From an optimization exercise on the open Yosys and OpenROAD flow, aimed at small area and a short achievable clock period; shortcuts taken in it are not production practice.
Only simulation tests tie the RTL to the original design; equivalence was not proved.

==> flow/design.v, too long to show whole: its modules and the start of the top module <==
// module maxtrix: 9361 lines
// module maxtrix_fa: 4 lines
// module maxtrix_ha: 4 lines
module maxtrix (
	input clk,
	input [4:0] e12_in,e13_in,e14_in,e21_in,e23_in,e24_in,e31_in,e32_in,e34_in,
	input set,
	input start,
	input rst_n,
	input [31:0] xp,xs,xl,xti,
	output logic [7:0] xn,
	output logic done,
	output logic [31:0] xpn,xsn,xln,xtin
);
  // ...
==> flow/flow/run.sh <==
#!/bin/bash
# Own layout flow: the standard layout (standard.sh, unchanged synthesis), with the port
# buffers that global placement inserts made from sky130_fd_sc_hd__buf_1 instead of the
# default delay-buffer cell. Every port still gets its own buffer.
set -euo pipefail
export BUFFER_PORTS_ARGS="-buffer_cell sky130_fd_sc_hd__buf_1"
bash standard.sh "BUFFER_PORTS_ARGS=$BUFFER_PORTS_ARGS" finish > standard_flow.log 2>&1
==> flow/standard.sh <==
#!/bin/bash
# synth_recipe.tcl (not shown) runs the flow's synth.tcl, then flattens the netlist and writes it again
# the make line also repeats each setting of config.mk as NAME=value (left out here)
make -C /OpenROAD-flow-scripts/flow DESIGN_CONFIG=/design/flow/config.mk WORK_HOME=/design/flow/orfs CLKGATE_MAP_FILE= SYNTH_SCRIPT=/design/flow/synth_recipe.tcl "${@:-finish}"
==> flow/config.mk <==
export PLATFORM = sky130hd
export DESIGN_NAME = maxtrix
export DESIGN_NICKNAME = maxtrix
export VERILOG_FILES = /design/flow/design.v
export SDC_FILE = /design/flow/constraint.sdc
export NUM_CORES = 4
export LEC_CHECK = 0
export ABC_AREA = 1
export CAP_MARGIN = 20
export CORE_MARGIN = 2
export CORE_UTILIZATION = 50
export SLEW_MARGIN = 20
export SYNTH_HIERARCHICAL = 1
export SYNTH_MINIMUM_KEEP_SIZE = 0
==> flow/constraint.sdc <==
create_clock -name core_clock -period 13.0 [get_ports {clk}]
set_input_delay 2.6000 -clock core_clock [delete_from_list [all_inputs] [get_ports {clk}]]
set_output_delay 2.6000 -clock core_clock [all_outputs]
set_load 0.01 [all_outputs]
==> PnR_summary.wiki, run 1 <==
{| class="wikitable"
! Metric !! Value
|-
| DP Area || 0.0574 mm2
|-
| Most used standard cell by instance count after synthesis || sky130_fd_sc_hd__nand2_1
|-
| Critical Path Sink Type || register
|-
| Cell family with the largest share of critical-path delay || adder cells
|-
| Max Freq || 104 MHz
|-
| Setup Viol. Count Final || 0
|-
| Resized cells post-CTS || 0
|-
| Final sum of negative setup slack || 0 ns
|-
| Synth top cells by count || sky130_fd_sc_hd__nand2_1 (1,235), sky130_fd_sc_hd__o22ai_1 (884), sky130_fd_sc_hd__fa_1 (872)
|-
| Buffering stage count on the worst path with inverters included || 8
|-
| Combinational family with the most area after synthesis || adder cells
|-
| Routed wire length on met3 || 25,600 um
|-
| Final Hold Vio Count || 0
|-
| DRT Pass-1 Iters || 8
|-
| Number of flip-flops and latches || 182
|-
| CTS tree || done
|-
| Beginning of the worst hold path || xln[1]
|-
| CP Launch Point || xp[9]
|-
| Ys async rst share || 100%
|-
| Status || no timing/DRC/antenna violations
|-
| Shortest clock period the worst path allows after layout || 9.62 ns
|-
| Number of placed I/O pins || 314
|-
| Floorplan core area || 0.109 mm2
|-
| Met1 routing resource usage after global routing || 55.9%
|-
| Latest clock arrival within the worst-skew pair || 0.55 ns
|-
| Die Outline Area || 0.113 mm2
|-
| Row count || 121
|}
==> inputs of run 2 (changes only) <==
--- a/flow/config.mk
+++ b/flow/config.mk
@@ -8,7 +8,9 @@
 export ABC_AREA = 1
 export CAP_MARGIN = 20
 export CORE_MARGIN = 2
-export CORE_UTILIZATION = 50
+export CORE_UTILIZATION = 58
+export CTS_CLUSTER_SIZE = 30
+export SETUP_SLACK_MARGIN = 4.2
 export SLEW_MARGIN = 20
 export SYNTH_HIERARCHICAL = 1
 export SYNTH_MINIMUM_KEEP_SIZE = 0
==> run 2 against run 1 <==
Still clean; sequential share of layout area decreased by 0.33 points; critical path depth decreased by 10; global-route usage rose by 4.8 points; sequential cell count is the same; critical path type unchanged; largest cell class unchanged.
==> PnR_summary.wiki, run 2 <==
{| class="wikitable"
! Metric !! Value
|-
| Status || no timing/DRC/antenna violations (unchanged)
|-
| Latest clock arrival within the worst-skew pair || 0.56 ns (was 0.55 ns)
|-
| Final routed wirelength across all metal layers || 230,000 um (was 234,000 um)
|-
| Final sum of negative setup slack || 0 ns (unchanged)
|-
| Shortest clock period the worst path allows after layout || 8.73 ns (was 9.62 ns)
|-
| Fraction of layout cells with a size suffix above 1 || 12.0% (was 5.83%)
|-
| CTS tree || done (unchanged)
|-
| Hold_ws || 0.485 ns (was 0.480 ns)
|-
| Synthesized area per cell || 8.13 um2 (unchanged)
|-
| Total overflow reported by the global router || 0 (unchanged)
|-
| Floorplan core area || 0.0946 mm2 (was 0.109 mm2)
|-
| Number of buffers created by CTS || 17 (unchanged)
|-
| Row count || 113 (was 121)
|-
| Number of antenna violations at the first check in global routing || 16 (was 11)
|-
| Final Hold Vio Count || 0 (unchanged)
|-
| Sequential element share of the synthesized area || 8.27% (unchanged)
|-
| Worst r2r path cells || 27 (was 26)
|-
| Longest individual stage delay on the worst path || 0.69 ns (was 0.60 ns)
|-
| Master of the slowest instance on the critical path || sky130_fd_sc_hd__fa_2 (was sky130_fd_sc_hd__xor2_1)
|-
| Measured slew at the worst slew-check pin || 1.22 ns (was 1.15 ns)
|-
| Number of placed I/O pins || 314 (unchanged)
|-
| Warnings, synthesis || 7 (unchanged)
|-
| Slew Viols, Final || 0 (unchanged)
|-
| Vias post-DR || 53,290 (was 51,676)
|-
| Number of cells produced by synthesis || 6,776 (unchanged)
|-
| Summed instance area of the synthesized netlist || 0.0551 mm2 (unchanged)
|-
| Most common cell after layout, fill and taps aside || sky130_fd_sc_hd__nand2_1 (unchanged)
|-
| DRT Pass-1 Iters || 9 (was 8)
|-
| Synth unique cells || 59 (unchanged)
|-
| Die Outline Area || 0.0974 mm2 (was 0.113 mm2)
|-
| Effective utilization at floorplan || 58.2% (was 50.5%)
|-
| Final-stage net count || 8,267 (was 8,167)
|-
| Setup Viol. Count Final || 0 (unchanged)
|-
| Element type at the critical path start || input pin (unchanged)
|-
| Wire length of the first global-routing pass || 331,000 um (was 340,000 um)
|-
| DR vias/cell || 6.52 (was 6.28)
|-
| Synth top cells by count || sky130_fd_sc_hd__nand2_1 (1,235), sky130_fd_sc_hd__o22ai_1 (884), sky130_fd_sc_hd__fa_1 (872) (unchanged)
|-
| Total DRC errors in the routed layout || 0 (unchanged)
|-
| Sink count of the clock tree || 182 (unchanged)
|-
| Clk pin slew, worst setup/hold paths || 0.09 ns (about the same)
|-
| Worst Hold Depth || 2 (unchanged)
|-
| Register bit count reported by yosys || 182 (unchanged)
|-
| IO buf count || 313 (unchanged)
|-
| Post-synth EDFFs || 0 (unchanged)
|-
| Area added between synthesis and finish || 9.82% (was 5.29%)
|-
| Worst-case headroom to the max-slew limit || 19.0% (was 23.2%)
|-
| Cell accounting for the most synthesized area || sky130_fd_sc_hd__fa_1 (unchanged)
|-
| Worst setup path class || input pin to register (unchanged)
|-
| Global router's overall resource usage || 46.2% (was 41.4%)
|-
| Final weighted congestion in routability-driven placement || 1.03 (was 1.06)
|-
| Number of antenna-violating nets in the routed design || 0 (unchanged)
|-
| Most used standard cell by instance count after synthesis || sky130_fd_sc_hd__nand2_1 (unchanged)
|-
| Ys async rst share || 100% (unchanged)
|-
| CTS max path bufs || 2 (unchanged)
|-
| Clock root buffer || sky130_fd_sc_hd__clkbuf_16 (unchanged)
|-
| Unrepaired setup endpoints after global routing || yes (was no)
|-
| Portion of synthesized cell area occupied by the leading cell type || 31.7% (unchanged)
|-
| Layout Skew || 0.0335 ns (was 0.0235 ns)
|-
| Critical Path Sink Type || register (unchanged)
|-
| H-tree levels || 4 (unchanged)
|-
| Max-Cap Viols || 0 (unchanged)
|-
| Leading cell types in the layout, fill and taps excluded || sky130_fd_sc_hd__nand2_1 (1,141), sky130_fd_sc_hd__o22ai_1 (876), sky130_fd_sc_hd__fa_1 (806), sky130_fd_sc_hd__inv_1 (725), sky130_fd_sc_hd__xor2_1 (696) (was sky130_fd_sc_hd__nand2_1 (1,234), sky130_fd_sc_hd__o22ai_1 (884), sky130_fd_sc_hd__fa_1 (872), sky130_fd_sc_hd__inv_1 (740), sky130_fd_sc_hd__xor2_1 (716))
|-
| Required @ worst endpoint || 13.39 ns (was 13.42 ns)
|-
| Max Freq || 115 MHz (was 104 MHz)
|-
| Iteration-0 DRC Markers || 7,531 (was 6,646)
|-
| Data arrival time of the critical path || 9.12 ns (was 10.04 ns)
|-
| Top_reg_cell synth || sky130_fd_sc_hd__dfrtp_1 (unchanged)
|-
| Total half-perimeter wirelength after legalization and detailed placement || 177,000 um (was 187,000 um)
|-
| Die width || 312 um (was 336 um)
|-
| Main area contributors after synthesis || sky130_fd_sc_hd__fa_1 (32%), sky130_fd_sc_hd__xor2_1 (11%), sky130_fd_sc_hd__o22ai_1 (10%), sky130_fd_sc_hd__nand2_1 (8.4%), sky130_fd_sc_hd__dfrtp_1 (8.3%) (unchanged)
|-
| Most frequent CP cell || sky130_fd_sc_hd__fa_1 (was sky130_fd_sc_hd__nand2_1)
|-
| DIE HEIGHT || 312 um (was 336 um)
|-
| Pin count of the biggest net entering global routing || 157 (was 91)
|-
| Min-Delay Path Class || register to register (unchanged)
|-
| Period utilization || 67.1% (was 74.0%)
|-
| Maximum fanout along the worst path || 4 (was 10)
|-
| Number of global-route vias before repair || 51,672 (was 50,273)
|-
| Per-cell routed wire length || 28.1 um (was 28.4 um)
|}
## run 2: cell count changes in the layout (fill, tap and decap cells not counted), sizes merged
| cell | delta |
|---|---|
| nand2 | +3 |
| clkinv | +2 |
| clkbuf | +31 |
| buf | +64 |
| clkinvlp | +3 |
| diode | +1 |
| bufinv | +1 |
| inv | -5 |
## run 2: worst max-delay path: cells and delay by family
kind,cells,cell delay [ns]
XOR/XNOR,2,0.45
AND/OR/NAND/NOR,6,0.41
buffers and inverters,5,0.57
AO/OA/AOI/OAI,8,1.44
adder cells (fa/ha/maj),8,3.62
## run 2: layout make-up
class,instances,area (um2)
clock buffer,17,425
fill,8362,34100
clock inverter,14,185
tap,1265,1580
antenna,8,20.0
timing repair buffer,521,2990
multi-input combinational,5359,47600
sequential,182,4560
inverter,812,3080
## run 2: stage by stage
stage | cell area (um2) | std cells | util, % | setup slack, ns
2_1_floorplan | 55200 | 6801 | - | 4.32
3_3_place_gp | 57200 | 8041 | 60.4 | 3.14
3_5_place_dp | 57200 | 8041 | 60.4 | 3.05
4_1_cts | 58500 | 8100 | 61.9 | 4.17
5_1_grt | 60400 | 8170 | 63.9 | 4.02
6_report | 60500 | 8178 | 63.9 | 4.27
## run 2: Yosys stat by module (local to each module, per instance)
module,area [um2],times used,cells inside
maxtrix_fa,20.0,814,1
maxtrix,38500,1,5942
maxtrix_ha,12.5,20,1
## run 2: routing by layer
| metal | wire length, um | vias to the layer above | global-route usage, % |
|---|---|---|---|
| met4 | 20600 | 18 | 31.4 |
| met5 | 126 | - | 0.870 |
| met1 | 84200 | 25460 | 60.1 |
| met3 | 31500 | 974 | 15.1 |
| li1 | - | 22696 | - |
| met2 | 93100 | 4142 | 65.2 |
## run 2: kinds of logic (layout without fill, tap and decap cells)
kind of cell	count (synthesis)	in the layout	share of synthesized area [%]
muxes	18	18	0.368
AOI/OAI and AO/OA	1528	1528	17.0
buffers and inverters	1263	1364	8.79
other	1	34	0.00681
and+or+nand+nor	1793	1796	13.8
xor gates and xnor gates	794	794	12.7
DFF	182	182	8.27
adders and majority gates	1197	1197	39.1
## run 2: final timing paths
check	slack [ns]	startpoint	endpoint
hold reg to reg	0.49	xln[4]	xln[4]
max in group asynchronous	9.40	rst_n	e34[3]
hold / removal	0.49	xln[4]	xln[4]
min in group asynchronous	2.17	rst_n	xpn[10]
setup / recovery	4.27	xs[0]	xsn[21]
setup reg to reg	5.12	e12[1]	xtin[21]
## run 2: timing repair
action	CTS	global route
setup buffers	28	67
hold buffers	0	0
pin swaps	9	118
cloned	0	3
gates resized for setup	134	323
setup endpoints to repair	68	66
==> inputs of run 3 (changes only) <==
--- a/flow/config.mk
+++ b/flow/config.mk
@@ -9,8 +9,7 @@
 export CAP_MARGIN = 20
 export CORE_MARGIN = 2
 export CORE_UTILIZATION = 58
-export CTS_CLUSTER_SIZE = 30
-export SETUP_SLACK_MARGIN = 4.2
+export SETUP_SLACK_MARGIN = 4
 export SLEW_MARGIN = 20
 export SYNTH_HIERARCHICAL = 1
 export SYNTH_MINIMUM_KEEP_SIZE = 0
==> run 3 against run 2 <==
Sequential share of layout area rose by 0.15 points; register-to-register slack got worse by 0.04 ns; worst hold slack barely moved; design area fell by 2.0%; routed wire length fell by 1.1%; clock skew barely moved; setup slack got worse by 0.15 ns; utilization fell by 1.3 points; critical endpoint is now xpn[25].
==> PnR_summary.wiki, run 3 <==
{| class="wikitable"
! Metric !! Value
|-
| Ys async rst share || 100% (unchanged)
|-
| Status || no timing/DRC/antenna violations (unchanged)
|-
| Total DRC errors in the routed layout || 0 (unchanged)
|-
| Master of the slowest instance on the critical path || sky130_fd_sc_hd__fa_1 (was sky130_fd_sc_hd__fa_2)
|-
| Clk pin slew, worst setup/hold paths || 0.08 ns (was 0.09 ns)
|-
| DRT Pass-1 Iters || 10 (was 9)
|-
| Final sum of negative setup slack || 0 ns (unchanged)
|-
| Global router's overall resource usage || 46.0% (was 46.2%)
|-
| Worst setup path class || input pin to register (unchanged)
|-
| Final design utilization || 62.7% (was 63.9%)
|-
| Synthesized area per cell || 8.13 um2 (unchanged)
|-
| Period utilization || 68.3% (was 67.1%)
|-
| Most used standard cell by instance count after synthesis || sky130_fd_sc_hd__nand2_1 (unchanged)
|-
| Longest individual stage delay on the worst path || 0.58 ns (was 0.69 ns)
|-
| Shortest clock period the worst path allows after layout || 8.87 ns (was 8.73 ns)
|-
| Main area contributors after synthesis || sky130_fd_sc_hd__fa_1 (32%), sky130_fd_sc_hd__xor2_1 (11%), sky130_fd_sc_hd__o22ai_1 (10%), sky130_fd_sc_hd__nand2_1 (8.4%), sky130_fd_sc_hd__dfrtp_1 (8.3%) (unchanged)
|-
| Vias post-DR || 52,896 (was 53,290)
|-
| Routed metal-1 wire length || 84,200 um (about the same)
|-
| Slack of the critical path || 4.13 ns (was 4.27 ns)
|-
| Effective utilization at floorplan || 58.2% (unchanged)
|-
| Final routed wirelength across all metal layers || 227,000 um (was 230,000 um)
|-
| Layout Skew || 0.0334 ns (was 0.0335 ns)
|-
| CTS max path bufs || 2 (unchanged)
|-
| Top routing layer in use || met5 (unchanged)
|-
| Final-stage net count || 8,217 (was 8,267)
|-
| Die width || 312 um (unchanged)
|-
| Floorplan core area || 0.0946 mm2 (unchanged)
|-
| Summed instance area of the synthesized netlist || 0.0551 mm2 (unchanged)
|-
| Synth unique cells || 59 (unchanged)
|-
| Area added between synthesis and finish || 7.63% (was 9.82%)
|-
| Max-Cap Viols || 0 (unchanged)
|-
| Layout filler cell count || 8,516 (was 8,362)
|-
| DR vias/cell || 6.51 (was 6.52)
|-
| H-tree levels || 4 (unchanged)
|-
| Most common cell after layout, fill and taps aside || sky130_fd_sc_hd__nand2_1 (unchanged)
|-
| Number of antenna-violating nets in the routed design || 0 (unchanged)
|-
| Warnings, synthesis || 7 (unchanged)
|-
| Register bit count reported by yosys || 182 (unchanged)
|-
| Synth top cells by count || sky130_fd_sc_hd__nand2_1 (1,235), sky130_fd_sc_hd__o22ai_1 (884), sky130_fd_sc_hd__fa_1 (872) (unchanged)
|-
| Data arrival time of the critical path || 9.27 ns (was 9.12 ns)
|-
| Total overflow reported by the global router || 0 (unchanged)
|-
| Most frequent CP cell || sky130_fd_sc_hd__fa_1 (unchanged)
|-
| IO buf count || 313 (unchanged)
|-
| Wire length of the first global-routing pass || 330,000 um (was 331,000 um)
|-
| Unrepaired setup endpoints after global routing || yes (unchanged)
|-
| Latest clock arrival within the worst-skew pair || 0.56 ns (about the same)
|-
| Required @ worst endpoint || 13.40 ns (was 13.39 ns)
|-
| Number of buffers created by CTS || 17 (unchanged)
|-
| Clock root buffer || sky130_fd_sc_hd__clkbuf_16 (unchanged)
|-
| Hold_ws || 0.485 ns (about the same)
|-
| Total half-perimeter wirelength after legalization and detailed placement || 177,000 um (unchanged)
|-
| Hold buffers post-CTS || 0 (unchanged)
|-
| Top_reg_cell synth || sky130_fd_sc_hd__dfrtp_1 (unchanged)
|-
| Pin count of the biggest net entering global routing || 157 (unchanged)
|-
| Final Hold Vio Count || 0 (unchanged)
|-
| Max Freq || 113 MHz (was 115 MHz)
|-
| Routed met2 length || 92,600 um (was 93,100 um)
|-
| Slew Viols, Final || 0 (unchanged)
|-
| Number of global-route vias before repair || 51,398 (was 51,672)
|-
| Min-Delay Path Class || register to register (unchanged)
|-
| Post-synth EDFFs || 0 (unchanged)
|-
| Final weighted congestion in routability-driven placement || 1.03 (unchanged)
|-
| Worst-case headroom to the max-slew limit || 17.7% (was 19.0%)
|-
| Cell accounting for the most synthesized area || sky130_fd_sc_hd__fa_1 (unchanged)
|-
| Sequential element share of the synthesized area || 8.27% (unchanged)
|-
| Sink count of the clock tree || 182 (unchanged)
|-
| Row count || 113 (unchanged)
|-
| Portion of synthesized cell area occupied by the leading cell type || 31.7% (unchanged)
|-
| Maximum fanout along the worst path || 13 (was 4)
|-
| Number of antenna violations at the first check in global routing || 17 (was 16)
|-
| Per-cell routed wire length || 27.9 um (was 28.1 um)
|-
| Leading cell types in the layout, fill and taps excluded || sky130_fd_sc_hd__nand2_1 (1,156), sky130_fd_sc_hd__o22ai_1 (883), sky130_fd_sc_hd__fa_1 (832), sky130_fd_sc_hd__inv_1 (734), sky130_fd_sc_hd__xor2_1 (704) (was sky130_fd_sc_hd__nand2_1 (1,141), sky130_fd_sc_hd__o22ai_1 (876), sky130_fd_sc_hd__fa_1 (806), sky130_fd_sc_hd__inv_1 (725), sky130_fd_sc_hd__xor2_1 (696))
|-
| Measured slew at the worst slew-check pin || 1.23 ns (was 1.22 ns)
|-
| DIE HEIGHT || 312 um (unchanged)
|-
| Fraction of layout cells with a size suffix above 1 || 9.44% (was 12.0%)
|-
| Routed wire length on met3 || 30,800 um (was 31,500 um)
|-
| Die Outline Area || 0.0974 mm2 (unchanged)
|-
| Number of placed I/O pins || 314 (unchanged)
|-
| Pre-CTS setup slack || 3.05 ns (unchanged)
|-
| CTS tree || done (unchanged)
|-
| Setup Viol. Count Final || 0 (unchanged)
|-
| Critical Path Sink Type || register (unchanged)
|-
| Number of cells produced by synthesis || 6,776 (unchanged)
|-
| Element type at the critical path start || input pin (unchanged)
|-
| Iteration-0 DRC Markers || 7,534 (was 7,531)
|}
==> run 3: cell count changes in the layout (fill, tap and decap cells not counted), sizes merged <==
cell | before | now
nand2 | 1270 | 1267
buf | 485 | 443
inv | 780 | 781
clkinv | 39 | 38
clkbuf | 53 | 48
diode | 8 | 10
==> run 3: per-module statistics from Yosys, one instance, submodules excluded <==
module / copies in the design / flops+latches / cell area [um2] / cells
maxtrix: 1 / 182 / 38500 / 5942
maxtrix_fa: 814 / 0 / 20.0 / 1
maxtrix_ha: 20 / 0 / 12.5 / 1
==> run 3: path summary, 6_finish.rpt <==
path,start,depth (start not counted),slack [ns],end
max in group asynchronous,rst_n,2,9.41,e34[3]
min reg2reg,xln[4],2,0.48,xln[4]
max,xti[2],27,4.13,xpn[25]
max reg2reg,e12[1],26,5.08,xpn[25]
min in group asynchronous,rst_n,1,2.17,xpn[10]
min,xln[4],2,0.48,xln[4]
==> run 3: layer usage <==
layer,vias up,global-route usage (%)
met5,-,0.870
met4,16,31.9
met3,843,14.9
met2,4066,64.7
met1,25368,60.1
li1,22603,-
==> run 3: stage by stage <==
stage | cells | instance area (um2)
global route | 8120 | 59200
global placement | 8041 | 57200
finish | 8130 | 59300
CTS | 8083 | 58100
detailed placement | 8041 | 57200
floorplan | 6801 | 55200
==> run 3: cell type report <==
cell class	instances	area, um2	share of cell area [%]
well taps	1265	1580	2.67
clock buffers	17	425	0.718
diodes	10	25.0	0.0422
flip-flops and latches	182	4560	7.70
multi-input cells	5356	46900	79.1
inverters	812	3080	5.19
clock inverters	14	185	0.312
repair buffers	474	2550	4.31
==> run 3: cell families (layout without fill, tap and decap cells) <==
family / Yosys count / count (layout) / share of synthesized area, %
buffers and inverters: 1263 / 1317 / 8.79
AO/OA/AOI/OAI: 1528 / 1528 / 17.0
multiplexers: 18 / 18 / 0.368
other: 1 / 36 / 0.00681
adder cells (fa/ha/maj): 1197 / 1197 / 39.1
XOR/XNOR: 794 / 794 / 12.7
flip-flops: 182 / 182 / 8.27
AND/OR/NAND/NOR: 1793 / 1793 / 13.8
==> run 3: timing repair <==
item                       CTS  global route
pin swaps                    1            37
gates resized for setup     59           217
hold endpoints to repair     0             0
gates cloned                 0             1
buffers inserted            11            36
setup endpoints to repair   54            65
==> run 3: critical path, delay by kind of cell <==
kind                       cells  cell delay, ns
adders and majority gates      6            2.55
and+or+nand+nor                8            1.55
AOI/OAI and AO/OA              9            1.48
xor gates and xnor gates       2            0.62
buffers and inverters          2            0.46
==> inputs of run 4 (changes only) <==
==> flow/flow/run.sh (replaced) <==
#!/bin/bash
# Own layout flow: the standard layout (standard.sh, unchanged synthesis), with the port
# buffers that global placement inserts made from sky130_fd_sc_hd__buf_2 instead of the
# default delay-buffer cell. Every port still gets its own buffer.
set -euo pipefail
export BUFFER_PORTS_ARGS="-buffer_cell sky130_fd_sc_hd__buf_2"
bash standard.sh "BUFFER_PORTS_ARGS=$BUFFER_PORTS_ARGS" finish > standard_flow.log 2>&1
==> run 4 against run 3 <==
Routed wire length shrank 1.1%; cell count shrank 0.12%; highest routed layer unchanged; clock skew shrank 0.011 ns; sequential share of layout area is essentially flat; count of clock-buffer cells in the layout grew 1; setup slack gained 0.028 ns; largest cell class unchanged; maximum frequency grew 0.32%; first-iteration DRC count shrank 2.1%.
==> PnR_summary.wiki, run 4 <==
{| class="wikitable"
! Metric !! Value
|-
| Status || no timing/DRC/antenna violations (unchanged)
|-
| CTS tree || done (unchanged)
|-
| CTS max path bufs || 2 (unchanged)
|-
| Layout Skew || 0.0227 ns (was 0.0334 ns)
|-
| Worst r2r path cells || 23 (was 26)
|-
| Combinational family with the most area after synthesis || adder cells (unchanged)
|-
| Total half-perimeter wirelength after legalization and detailed placement || 176,000 um (was 177,000 um)
|-
| Summed instance area of the synthesized netlist || 0.0551 mm2 (unchanged)
|-
| Pin count of the biggest net entering global routing || 156 (was 157)
|-
| Worst-case headroom to the max-slew limit || 26.0% (was 17.7%)
|-
| Final design utilization || 62.9% (was 62.7%)
|-
| Final sum of negative setup slack || 0 ns (unchanged)
|-
| Per-cell routed wire length || 27.7 um (was 27.9 um)
|-
| Hold buffers post-CTS || 0 (unchanged)
|-
| Maximum fanout along the worst path || 12 (was 13)
|-
| Slew Viols, Final || 0 (unchanged)
|-
| DRT Pass-1 Iters || 7 (was 10)
|-
| Layout filler cell count || 8,455 (was 8,516)
|-
| Cell accounting for the most synthesized area || sky130_fd_sc_hd__fa_1 (unchanged)
|-
| DR vias/cell || 6.50 (was 6.51)
|-
| Sink count of the clock tree || 182 (unchanged)
|-
| Clock root buffer || sky130_fd_sc_hd__clkbuf_16 (unchanged)
|-
| H-tree levels || 4 (unchanged)
|-
| Ys async rst share || 100% (unchanged)
|-
| Beginning of the worst hold path || xsn[1] (was xln[4])
|-
| Number of antenna-violating nets in the routed design || 0 (unchanged)
|-
| Parity-gate share of the synthesized area counting xor and xnor cells || 12.7% (unchanged)
|-
| Post-synth EDFFs || 0 (unchanged)
|-
| Final-stage net count || 8,210 (was 8,217)
|-
| Iteration-0 DRC Markers || 7,374 (was 7,534)
|-
| Data arrival time of the critical path || 9.23 ns (was 9.27 ns)
|-
| Number of cells produced by synthesis || 6,776 (unchanged)
|-
| Area added between synthesis and finish || 8.05% (was 7.63%)
|-
| Synth top cells by count || sky130_fd_sc_hd__nand2_1 (1,235), sky130_fd_sc_hd__o22ai_1 (884), sky130_fd_sc_hd__fa_1 (872) (unchanged)
|-
| Total overflow reported by the global router || 0 (unchanged)
|-
| Effective utilization at floorplan || 58.2% (unchanged)
|-
| Number of buffers created by CTS || 17 (unchanged)
|-
| Die width || 312 um (unchanged)
|-
| Final weighted congestion in routability-driven placement || 1.06 (was 1.03)
|-
| Fraction of layout cells with a size suffix above 1 || 13.5% (was 9.44%)
|-
| Global router's overall resource usage || 45.5% (was 46.0%)
|-
| Adder-cell share of the synthesized area || 39.1% (unchanged)
|-
| Storage cell area || 0.00456 mm2 (unchanged)
|-
| Number of placed I/O pins || 314 (unchanged)
|-
| Number of global-route vias before repair || 51,014 (was 51,398)
|-
| Unrepaired setup endpoints after global routing || yes (unchanged)
|-
| Leading cell types in the layout, fill and taps excluded || sky130_fd_sc_hd__nand2_1 (1,163), sky130_fd_sc_hd__o22ai_1 (882), sky130_fd_sc_hd__fa_1 (829), sky130_fd_sc_hd__inv_1 (735), sky130_fd_sc_hd__xor2_1 (711) (was sky130_fd_sc_hd__nand2_1 (1,156), sky130_fd_sc_hd__o22ai_1 (883), sky130_fd_sc_hd__fa_1 (832), sky130_fd_sc_hd__inv_1 (734), sky130_fd_sc_hd__xor2_1 (704))
|-
| Final Hold Vio Count || 0 (unchanged)
|-
| Final routed wirelength across all metal layers || 225,000 um (was 227,000 um)
|-
| Register bit count reported by yosys || 182 (unchanged)
|-
| Setup Viol. Count Final || 0 (unchanged)
|-
| Min-Delay Path Class || register to register (unchanged)
|-
| Multiplexer share of the synthesized area || 0.368% (unchanged)
|-
| Total DRC errors in the routed layout || 0 (unchanged)
|-
| Portion of synthesized cell area occupied by the leading cell type || 31.7% (unchanged)
|-
| Most common cell after layout, fill and taps aside || sky130_fd_sc_hd__nand2_1 (unchanged)
|-
| Wire length of the first global-routing pass || 327,000 um (was 330,000 um)
|-
| Critical register-to-register path endpoint || xpn[17] (was xpn[25])
|-
| Most used standard cell by instance count after synthesis || sky130_fd_sc_hd__nand2_1 (unchanged)
|-
| CP Launch Point || xs[5] (was xti[2])
|-
| Flop2flop setup slack || 5.01 ns (was 5.08 ns)
|-
| Worst setup path class || input pin to register (unchanged)
|-
| Shortest clock period the worst path allows after layout || 8.85 ns (was 8.87 ns)
|-
| Element type at the critical path start || input pin (unchanged)
|-
| Synth unique cells || 59 (unchanged)
|-
| Vias post-DR || 52,773 (was 52,896)
|-
| Number of antenna violations at the first check in global routing || 12 (was 17)
|-
| Area used by multi-input combinational logic || 0.0469 mm2 (about the same)
|-
| Main area contributors after synthesis || sky130_fd_sc_hd__fa_1 (32%), sky130_fd_sc_hd__xor2_1 (11%), sky130_fd_sc_hd__o22ai_1 (10%), sky130_fd_sc_hd__nand2_1 (8.4%), sky130_fd_sc_hd__dfrtp_1 (8.3%) (unchanged)
|-
| Warnings, synthesis || 7 (unchanged)
|-
| Sequential element share of the synthesized area || 8.27% (unchanged)
|-
| Max-Cap Viols || 0 (unchanged)
|-
| Period utilization || 68.0% (was 68.3%)
|-
| Clk pin slew, worst setup/hold paths || 0.09 ns (was 0.08 ns)
|-
| Area fraction in and, or, nand and nor cells after synthesis || 13.8% (unchanged)
|-
| Latest clock arrival within the worst-skew pair || 0.55 ns (was 0.56 ns)
|-
| DIE HEIGHT || 312 um (unchanged)
|-
| Reg-to-Reg Start || e12[1] (unchanged)
|-
| Top_reg_cell synth || sky130_fd_sc_hd__dfrtp_1 (unchanged)
|-
| Share of the synthesized area in compound gates (AO/OA/AOI/OAI) || 17.0% (unchanged)
|-
| Synthesized area per cell || 8.13 um2 (unchanged)
|-
| Max Freq || 113 MHz (about the same)
|-
| Measured slew at the worst slew-check pin || 1.10 ns (was 1.23 ns)
|-
| Floorplan core area || 0.0946 mm2 (unchanged)
|-
| Worst Hold Depth || 2 (unchanged)
|-
| Required @ worst endpoint || 13.39 ns (was 13.40 ns)
|-
| IO buf count || 313 (unchanged)
|-
| Row count || 113 (unchanged)
|-
| Worst min-delay path endpoint || xsn[1] (was xln[4])
|-
| Critical Path Sink Type || register (unchanged)
|-
| Die Outline Area || 0.0974 mm2 (unchanged)
|}
[run 4: cell types whose count changed in the layout (fill, tap and decap cells not counted), moves of 7 or more]
cell                       before   now
sky130_fd_sc_hd__xor2_1       704   711
sky130_fd_sc_hd__clkbuf_2      29     0
sky130_fd_sc_hd__xor2_2        13     6
sky130_fd_sc_hd__buf_2          1   311
sky130_fd_sc_hd__buf_1        281     0
sky130_fd_sc_hd__nand2_1     1156  1163
[run 4: cell families after synthesis]
family / after synthesis
AO/OA/AOI/OAI: 1528
XOR/XNOR: 794
other: 1
AND/OR/NAND/NOR: 1793
multiplexers: 18
adder cells (fa/ha/maj): 1197
flip-flops: 182
buffers and inverters: 1263
[run 4: per-module statistics from Yosys, one instance, submodules excluded]
module | flip-flops and latches | times used | cells inside | area, um2
maxtrix | 182 | 1 | 5942 | 38500
maxtrix_fa | 0 | 814 | 1 | 20.0
maxtrix_ha | 0 | 20 | 1 | 12.5
[run 4: layout make-up]
type	count	share of cell area [%]
well taps	1265	2.66
clock buffers	18	0.738
multi-input cells	5357	78.8
inverters	812	5.17
flip-flops and latches	182	7.67
repair buffers	466	4.70
clock inverters	14	0.263
diodes	6	0.0252
[run 4: repair_timing]
action | CTS | global route
pin swaps | 0 | 44
buffers inserted | 2 | 39
resized for setup | 35 | 207
gates cloned | 0 | 2
setup endpoints to repair | 34 | 66
[run 4: worst max path at each step]
stage	end	slack [ns]
global placement	xsn[28]	3.19
detailed placement	xln[31]	3.14
global route	xsn[27]	3.93
floorplan	xpn[31]	4.32
CTS	xln[31]	3.98
finish	xsn[27]	4.15
[run 4: stage by stage]
| step | instance area (um2) | setup slack (ns) | hold slack [ns] | instances |
|---|---|---|---|---|
| 2_1_floorplan | 55200 | 4.32 | 0.485 | 6801 |
| 3_3_place_gp | 57600 | 3.19 | 0.452 | 8039 |
| 3_5_place_dp | 57600 | 3.14 | 0.457 | 8039 |
| 4_1_cts | 58300 | 3.98 | 0.477 | 8073 |
| 5_1_grt | 59500 | 3.93 | 0.489 | 8114 |
| 6_report | 59500 | 4.15 | 0.473 | 8120 |
[run 4: routing by layer]
layer	routed length, um	GRT usage [%]	vias to the layer above
met3	30600	14.0	709
li1	-	-	22563
met2	92600	64.7	4037
met1	83700	60.2	25452
met4	17600	29.5	12
met5	76	0	-
[run 4: worst max-delay path: stages]
cell                       delay [ns]
sky130_fd_sc_hd__buf_2           0.17
sky130_fd_sc_hd__inv_1           0.09
sky130_fd_sc_hd__ha_1            0.33
sky130_fd_sc_hd__nand2_1         0.08
sky130_fd_sc_hd__nor2_1          0.11
sky130_fd_sc_hd__nand3_1         0.14
sky130_fd_sc_hd__nand2_4         0.17
sky130_fd_sc_hd__inv_1           0.09
sky130_fd_sc_hd__fa_1            1.04
sky130_fd_sc_hd__o22ai_1         0.22
sky130_fd_sc_hd__xor2_1          0.20
sky130_fd_sc_hd__fa_1            0.53
sky130_fd_sc_hd__fa_1            0.40
sky130_fd_sc_hd__fa_1            0.54
sky130_fd_sc_hd__fa_1            0.43
sky130_fd_sc_hd__ha_1            0.33
sky130_fd_sc_hd__a21oi_1         0.19
sky130_fd_sc_hd__nor2_1          0.06
sky130_fd_sc_hd__a211oi_1        0.16
sky130_fd_sc_hd__a21boi_4        0.27
sky130_fd_sc_hd__o21ai_2         0.13
sky130_fd_sc_hd__a21o_1          0.25
sky130_fd_sc_hd__a21oi_1         0.17
sky130_fd_sc_hd__xor2_1          0.37
sky130_fd_sc_hd__o21ai_0         0.12

[static timing again, ports no longer ideal]
Ports are ideal in the flow. The routed layouts listed here were re-timed in OpenROAD. Step 1, drivers: a clkbuf_16 drives clk and a buf_2 each remaining input, both assumed. Step 2 also shifts input and output timing later by t, the mid clock arrival at the registers, as if the neighbouring blocks saw the same clock. Slacks: no drivers / after step 1 / after step 2; pairs: no drivers / after step 1.
| run | t (ns) | slack for setup (ns) | worst register clock-pin slew, ns |
|---|---|---|---|
| run 1 | 0.615 | 3.384 / 3.372 / 2.757 | 0.10 / 0.10 |
| run 2 | 0.625 | 4.273 / 4.199 / 3.573 | 0.10 / 0.10 |
| run 3 | 0.621 | 4.126 / 4.113 / 3.492 | 0.11 / 0.11 |
| run 4 | 0.621 | 4.154 / 3.990 / 3.369 | 0.11 / 0.11 |
After both steps every run listed still meets setup and hold. The setup slack of run 4, which loses most, moves by -0.164 ns with the drivers and by -0.785 ns with both steps.
